Source: an optimization exercise on an open RTL-to-GDS flow (aim: small area and a short achievable clock period). Production flows keep margins and buffers that such runs may drop.
The RTL was checked by simulation tests, not by an equivalence proof against the original design.

## ahb_bus_matrix
module ahb_bus_matrix
(
  input HBUSREQx0,
  input HBUSREQx1,
  input HBUSREQx2,
  input HBUSREQx3,
  input HLOCKx0,
  input HLOCKx1,
  input HLOCKx2,
  input HLOCKx3,
  input [1:0] HTRANSx0,
  input [1:0] HTRANSx1,
  input [1:0] HTRANSx2,
  input [1:0] HTRANSx3,
  input [31:0] HADDRx0,
  input [31:0] HADDRx1,
  input [31:0] HADDRx2,
  input [31:0] HADDRx3,
  input HWRITEx0,
  input HWRITEx1,
  input HWRITEx2,
  input HWRITEx3,
  input [2:0] HSIZEx0,
  input [2:0] HSIZEx1,
  input [2:0] HSIZEx2,
  input [2:0] HSIZEx3,
  input [2:0] HBURSTx0,
  input [2:0] HBURSTx1,
  input [2:0] HBURSTx2,
  input [2:0] HBURSTx3,
  input [31:0] HWDATAx0,
  input [31:0] HWDATAx1,
  input [31:0] HWDATAx2,
  input [31:0] HWDATAx3,
  input HREADYx0,
  input HREADYx1,
  input HREADYx2,
  input HREADYx3,
  input HREADYx4,
  input HREADYx5,
  input HREADYx6,
  input [1:0] HRESPx0,
  input [1:0] HRESPx1,
  input [1:0] HRESPx2,
  input [1:0] HRESPx3,
  input [1:0] HRESPx4,
  input [1:0] HRESPx5,
  input [1:0] HRESPx6,
  input [31:0] HRDATAx0,
  input [31:0] HRDATAx1,
  input [31:0] HRDATAx2,
  input [31:0] HRDATAx3,
  input [31:0] HRDATAx4,
  input [31:0] HRDATAx5,
  input [31:0] HRDATAx6, 
  input [3:0] HSPLITx0,
  input [3:0] HSPLITx1,
  input [3:0] HSPLITx2,
  input [3:0] HSPLITx3,
  input [3:0] HSPLITx4,
  input [3:0] HSPLITx5,
  input [3:0] HSPLITx6,
  output HGRANTx0,
  output HGRANTx1,
  output HGRANTx2,
  output HGRANTx3,
  output HSELx0,
  output HSELx1,
  output HSELx2,
  output HSELx3,
  output HSELx4,
  output HSELx5,
  output HSELx6,
  input HRESETn,
  input HCLK,
  output [1:0] HTRANS,
  output [31:0] HADDR,
  output HWRITE,
  output [2:0] HSIZE,
  output [2:0] HBURST,
  output [31:0] HWDATA,
  output HREADY,
  output [1:0] HRESP,
  output [31:0] HRDATA,
  output [3:0] HMASTER,
  output HMASTLOCK
);
clock: 4.0 ns
lec_check: 0
cap_margin: 20
core_area: 4 4 156 156
die_area: 0 0 160 160
setup_slack_margin: 1.4
slew_margin: 20
standard.sh (not shown) runs the stock make flow with config.mk's settings and CLKGATE_MAP_FILE= SYNTH_SCRIPT=/design/flow/synth_recipe.tcl, a recipe that flattens the netlist after the stock synthesis.
==> flow/flow/run.sh <==
#!/bin/bash
# Standard ORFS layout, with:
# - the port buffers made from the smallest buffer cell,
# - I/O pins on met3 (left/right) and met2 or met4 (top/bottom),
# - the pins of each multiplexed output bit kept together,
# - synthesis as standard except for the ABC script (flow/synth.tcl).
set -euo pipefail
export BUFFER_PORTS_ARGS="-buffer_cell sky130_fd_sc_hd__buf_1"
export IO_PLACER_H="met3"
export IO_PLACER_V="met2 met4"
export PRE_IO_PLACEMENT_TCL="$PWD/flow/io_pins.tcl"
bash standard.sh "SYNTH_SCRIPT=$PWD/flow/synth.tcl" finish > flow_make.log 2>&1
==> flow/flow/io_pins.tcl <==
# Pin placement before ORFS's own place_pins: keep the pins of each
# multiplexed output bit together (flow/pin_groups.txt). The grouped placement
# can fail when the groups do not fit the edge sections; then try again without
# corner avoidance, and if that fails too, ORFS's place_pins places the pins
# without groups. Pins placed here are fixed, so ORFS's call leaves them alone.
set pin_groups_file [file join [file dirname [info script]] pin_groups.txt]
set pin_groups [string trim [read [open $pin_groups_file]]]
foreach extra {{} {-corner_avoidance 0}} {
  if {![catch {place_pins -hor_layers $::env(IO_PLACER_H) -ver_layers $::env(IO_PLACER_V) \
                 {*}$extra {*}$pin_groups} err]} {
    puts "io_pins.tcl: grouped pins placed ($extra)"
    break
  }
  puts "io_pins.tcl: grouped place_pins failed ($extra): $err"
}
==> flow/flow/synth.tcl <==
# The standard synthesis (synth_recipe.tcl), except that ABC maps the logic with
# Yosys's own ABC script instead of ORFS's speed script. Registers are mapped
# before ABC runs, so they are the standard synthesis's.
proc synth {args} { yosys synth -nofsm -noshare {*}$args }
proc abc {args} {
  set out {}
  set skip 0
  foreach a $args {
    if {$skip} { set skip 0; continue }
    if {$a eq "-script"} { set skip 1; continue }
    lappend out $a
  }
  yosys abc {*}$out
}
source $::env(SCRIPTS_DIR)/synth.tcl
# left out here: clear keep_hierarchy, flatten, clean up, hide names made inside functions, write 1_2_yosys.v
Other scripts of this flow, unchanged in this note and not shown: flow/flow/pin_groups.txt
The baseline did not get past I/O pin placement (3_2_place_iop), error PPL-0104.
Rerun with:
--- a/flow/flow/run.sh
+++ b/flow/flow/run.sh
@@ -6 +6 @@
-# - synthesis as standard except for the ABC script (flow/synth.tcl).
+# - a fanout limit for repair_design, so high-fanout selects get buffer trees.
@@ -11,2 +11,3 @@
-export PRE_IO_PLACEMENT_TCL="$PWD/flow/io_pins.tcl"
-bash standard.sh "SYNTH_SCRIPT=$PWD/flow/synth.tcl" finish > flow_make.log 2>&1
+export PLACE_PINS_ARGS="$(cat flow/pin_groups.txt)"
+export PRE_RESIZE_TCL="$PWD/flow/pre_resize.tcl"
+bash standard.sh > flow_make.log 2>&1
==> flow/flow/pre_resize.tcl (new file) <==
# Layout directive for repair_design: buffer nets with many loads (the
# multiplexer selects) into trees instead of driving them from one cell.
set_max_fanout 10 [current_design]
SETUP_SLACK_MARGIN = 1.3   (was 1.4)
removed: flow/flow/io_pins.tcl
removed: flow/flow/synth.tcl
The changed run completed without violations.
Area after synthesis is higher by 5.0%.
Synthesized cell count is lower by 20%.

* * *

Starting RTL as in the previous note.
// ahb_bus_matrix
module ahb_bus_matrix
(
  input HBUSREQx0,
  input HBUSREQx1,
  input HBUSREQx2,
  input HBUSREQx3,
  input HLOCKx0,
  input HLOCKx1,
  input HLOCKx2,
  input HLOCKx3,
  input [1:0] HTRANSx0,
  input [1:0] HTRANSx1,
  input [1:0] HTRANSx2,
  input [1:0] HTRANSx3,
  input [31:0] HADDRx0,
  input [31:0] HADDRx1,
  input [31:0] HADDRx2,
  input [31:0] HADDRx3,
  input HWRITEx0,
  input HWRITEx1,
  input HWRITEx2,
  input HWRITEx3,
  input [2:0] HSIZEx0,
  input [2:0] HSIZEx1,
  input [2:0] HSIZEx2,
  input [2:0] HSIZEx3,
  input [2:0] HBURSTx0,
  input [2:0] HBURSTx1,
  input [2:0] HBURSTx2,
  input [2:0] HBURSTx3,
  input [31:0] HWDATAx0,
  input [31:0] HWDATAx1,
  input [31:0] HWDATAx2,
  input [31:0] HWDATAx3,
  input HREADYx0,
  input HREADYx1,
  input HREADYx2,
  input HREADYx3,
  input HREADYx4,
  input HREADYx5,
  input HREADYx6,
  input [1:0] HRESPx0,
  input [1:0] HRESPx1,
  input [1:0] HRESPx2,
  input [1:0] HRESPx3,
  input [1:0] HRESPx4,
  input [1:0] HRESPx5,
  input [1:0] HRESPx6,
  input [31:0] HRDATAx0,
  input [31:0] HRDATAx1,
  input [31:0] HRDATAx2,
  input [31:0] HRDATAx3,
  input [31:0] HRDATAx4,
  input [31:0] HRDATAx5,
  input [31:0] HRDATAx6, 
  input [3:0] HSPLITx0,
  input [3:0] HSPLITx1,
  input [3:0] HSPLITx2,
  input [3:0] HSPLITx3,
  input [3:0] HSPLITx4,
  input [3:0] HSPLITx5,
  input [3:0] HSPLITx6,
  output HGRANTx0,
  output HGRANTx1,
  output HGRANTx2,
  output HGRANTx3,
  output HSELx0,
  output HSELx1,
  output HSELx2,
  output HSELx3,
  output HSELx4,
  output HSELx5,
  output HSELx6,
  ...
==> flow/config.mk <==
export PLATFORM = sky130hd
export DESIGN_NAME = ahb_bus_matrix
export DESIGN_NICKNAME = ahb_bus_matrix
export VERILOG_FILES = /design/flow/design.v
export SDC_FILE = /design/flow/constraint.sdc
export NUM_CORES = 4
export LEC_CHECK = 0
export CAP_MARGIN = 20
export CORE_AREA = 4 4 156 156
export DIE_AREA = 0 0 160 160
export SETUP_SLACK_MARGIN = 1.3
export SLEW_MARGIN = 20
==> flow/constraint.sdc <==
create_clock -name core_clock -period 4.0 [get_ports {HCLK}]
set_input_delay 0.8000 -clock core_clock [delete_from_list [all_inputs] [get_ports {HCLK}]]
set_output_delay 0.8000 -clock core_clock [all_outputs]
set_load 0.01 [all_outputs]
==> flow/flow/run.sh <==
#!/bin/bash
# Standard ORFS layout, with:
# - the port buffers made from the smallest buffer cell,
# - I/O pins on met3 (left/right) and met2 or met4 (top/bottom),
# - the pins of each multiplexed output bit kept together.
set -euo pipefail
export BUFFER_PORTS_ARGS="-buffer_cell sky130_fd_sc_hd__buf_1"
export IO_PLACER_H="met3"
export IO_PLACER_V="met2 met4"
export PLACE_PINS_ARGS="$(cat flow/pin_groups.txt)"
bash standard.sh > flow_make.log 2>&1
Other scripts of this flow, unchanged in this note and not shown: flow/flow/pin_groups.txt
==> next run, changes <==
CORE_AREA = 4 4 146 146   (was 4 4 156 156)
DIE_AREA = 0 0 150 150   (was 0 0 160 160)
SETUP_SLACK_MARGIN = 1.4   (was 1.3)
After rerunning: Now the flow died in 3_2_place_iop on PPL-0024; synthesized area is unchanged; synthesized cell count stays the same.
==> next run, changes <==
CORE_AREA = 4 4 156 156   (was 4 4 146 146)
DIE_AREA = 0 0 160 160   (was 0 0 150 150)
TNS_END_PERCENT = 10   (was default)
Effect: With this change the flow passed the timing, DRC and antenna checks; synthesized cell count stays the same; area after synthesis is unchanged.
==> next run, changes <==
==> flow/flow/run.sh (replaced) <==
#!/bin/bash
# Standard ORFS layout, with:
# - the port buffers made from the smallest buffer cell,
# - I/O pins on met3 (left/right) and met2 or met4 (top/bottom),
# - the pins of each multiplexed output bit kept together,
# - synthesis as standard except for the ABC script (flow/synth.tcl).
set -euo pipefail
export BUFFER_PORTS_ARGS="-buffer_cell sky130_fd_sc_hd__buf_1"
export IO_PLACER_H="met3"
export IO_PLACER_V="met2 met4"
export PLACE_PINS_ARGS="$(cat flow/pin_groups.txt)"
bash standard.sh "SYNTH_SCRIPT=$PWD/flow/synth.tcl" finish > flow_make.log 2>&1
==> flow/flow/synth.tcl (new file) <==
# The standard synthesis (synth_recipe.tcl), except that ABC maps the logic with
# Yosys's own ABC script instead of ORFS's speed script. Registers are mapped
# before ABC runs, so they are the standard synthesis's.
proc synth {args} { yosys synth -nofsm -noshare {*}$args }
proc abc {args} {
  set out {}
  set skip 0
  foreach a $args {
    if {$skip} { set skip 0; continue }
    if {$a eq "-script"} { set skip 1; continue }
    lappend out $a
  }
  yosys abc {*}$out
}
source $::env(SCRIPTS_DIR)/synth.tcl
# left out here: clear keep_hierarchy, flatten, clean up, hide names made inside functions, write 1_2_yosys.v
TNS_END_PERCENT = default   (was 10)
What happened: With this change the flow aborted during 3_2_place_iop. Synthesized cell count came out higher by a quarter to a third. Area after synthesis came out lower by a few percent.
==> next run, changes <==
==> flow/flow/run.sh (replaced) <==
#!/bin/bash
# Standard ORFS layout, with:
# - the port buffers made from the smallest buffer cell,
# - I/O pins on met3 (left/right) and met2 or met4 (top/bottom),
# - the pins of each multiplexed output bit kept together.
set -euo pipefail
export BUFFER_PORTS_ARGS="-buffer_cell sky130_fd_sc_hd__buf_1"
export IO_PLACER_H="met3"
export IO_PLACER_V="met2 met4"
export PLACE_PINS_ARGS="$(cat flow/pin_groups.txt)"
bash standard.sh > flow_make.log 2>&1
SETUP_SLACK_MARGIN = 1.6   (was 1.4)
removed: flow/flow/synth.tcl
Outcome:
- Now the flow finished with timing, DRC and antenna clean
- synthesized cell count fell by 20%
- area after synthesis came out higher by 5.0%

## re-timing with driven ports
Ports are ideal in the flow. The routed layouts listed here were re-timed in OpenROAD. Step 1, drivers: a clkbuf_16 drives HCLK and a buf_2 each remaining input, both assumed. Step 2 moves the port delays by t, midway between the first and last clock arrival at a register: inputs arrive t later, outputs are due t later. That takes back most of the time a late clock gives input paths. a / b / c = ideal / step 1 / step 2; a / b = the first two.
| run | shift t [ns] | setup slack, ns | worst setup path after step 2 | latest minus earliest clock arrival (ns) |
|---|---|---|---|---|
| the second run of note 1 | 0.304 | 1.315 / 1.282 / 1.222 | input to register | 0.006 / 0.006 |
| the first run of note 2 | 0.304 | 1.344 / 1.295 / 1.295 | input to output | 0.004 / 0.005 |
| the third run of note 2 | 0.304 | 1.361 / 1.319 / 1.319 | input to output | 0.005 / 0.005 |
| the fifth run of note 2 | 0.322 | 1.473 / 1.423 / 1.312 | input to register | 0.006 / 0.007 |
After both steps every run listed still meets setup and hold. The setup slack of the fifth run of note 2, which loses most, moves by -0.050 ns with the drivers and by -0.161 ns with both steps.
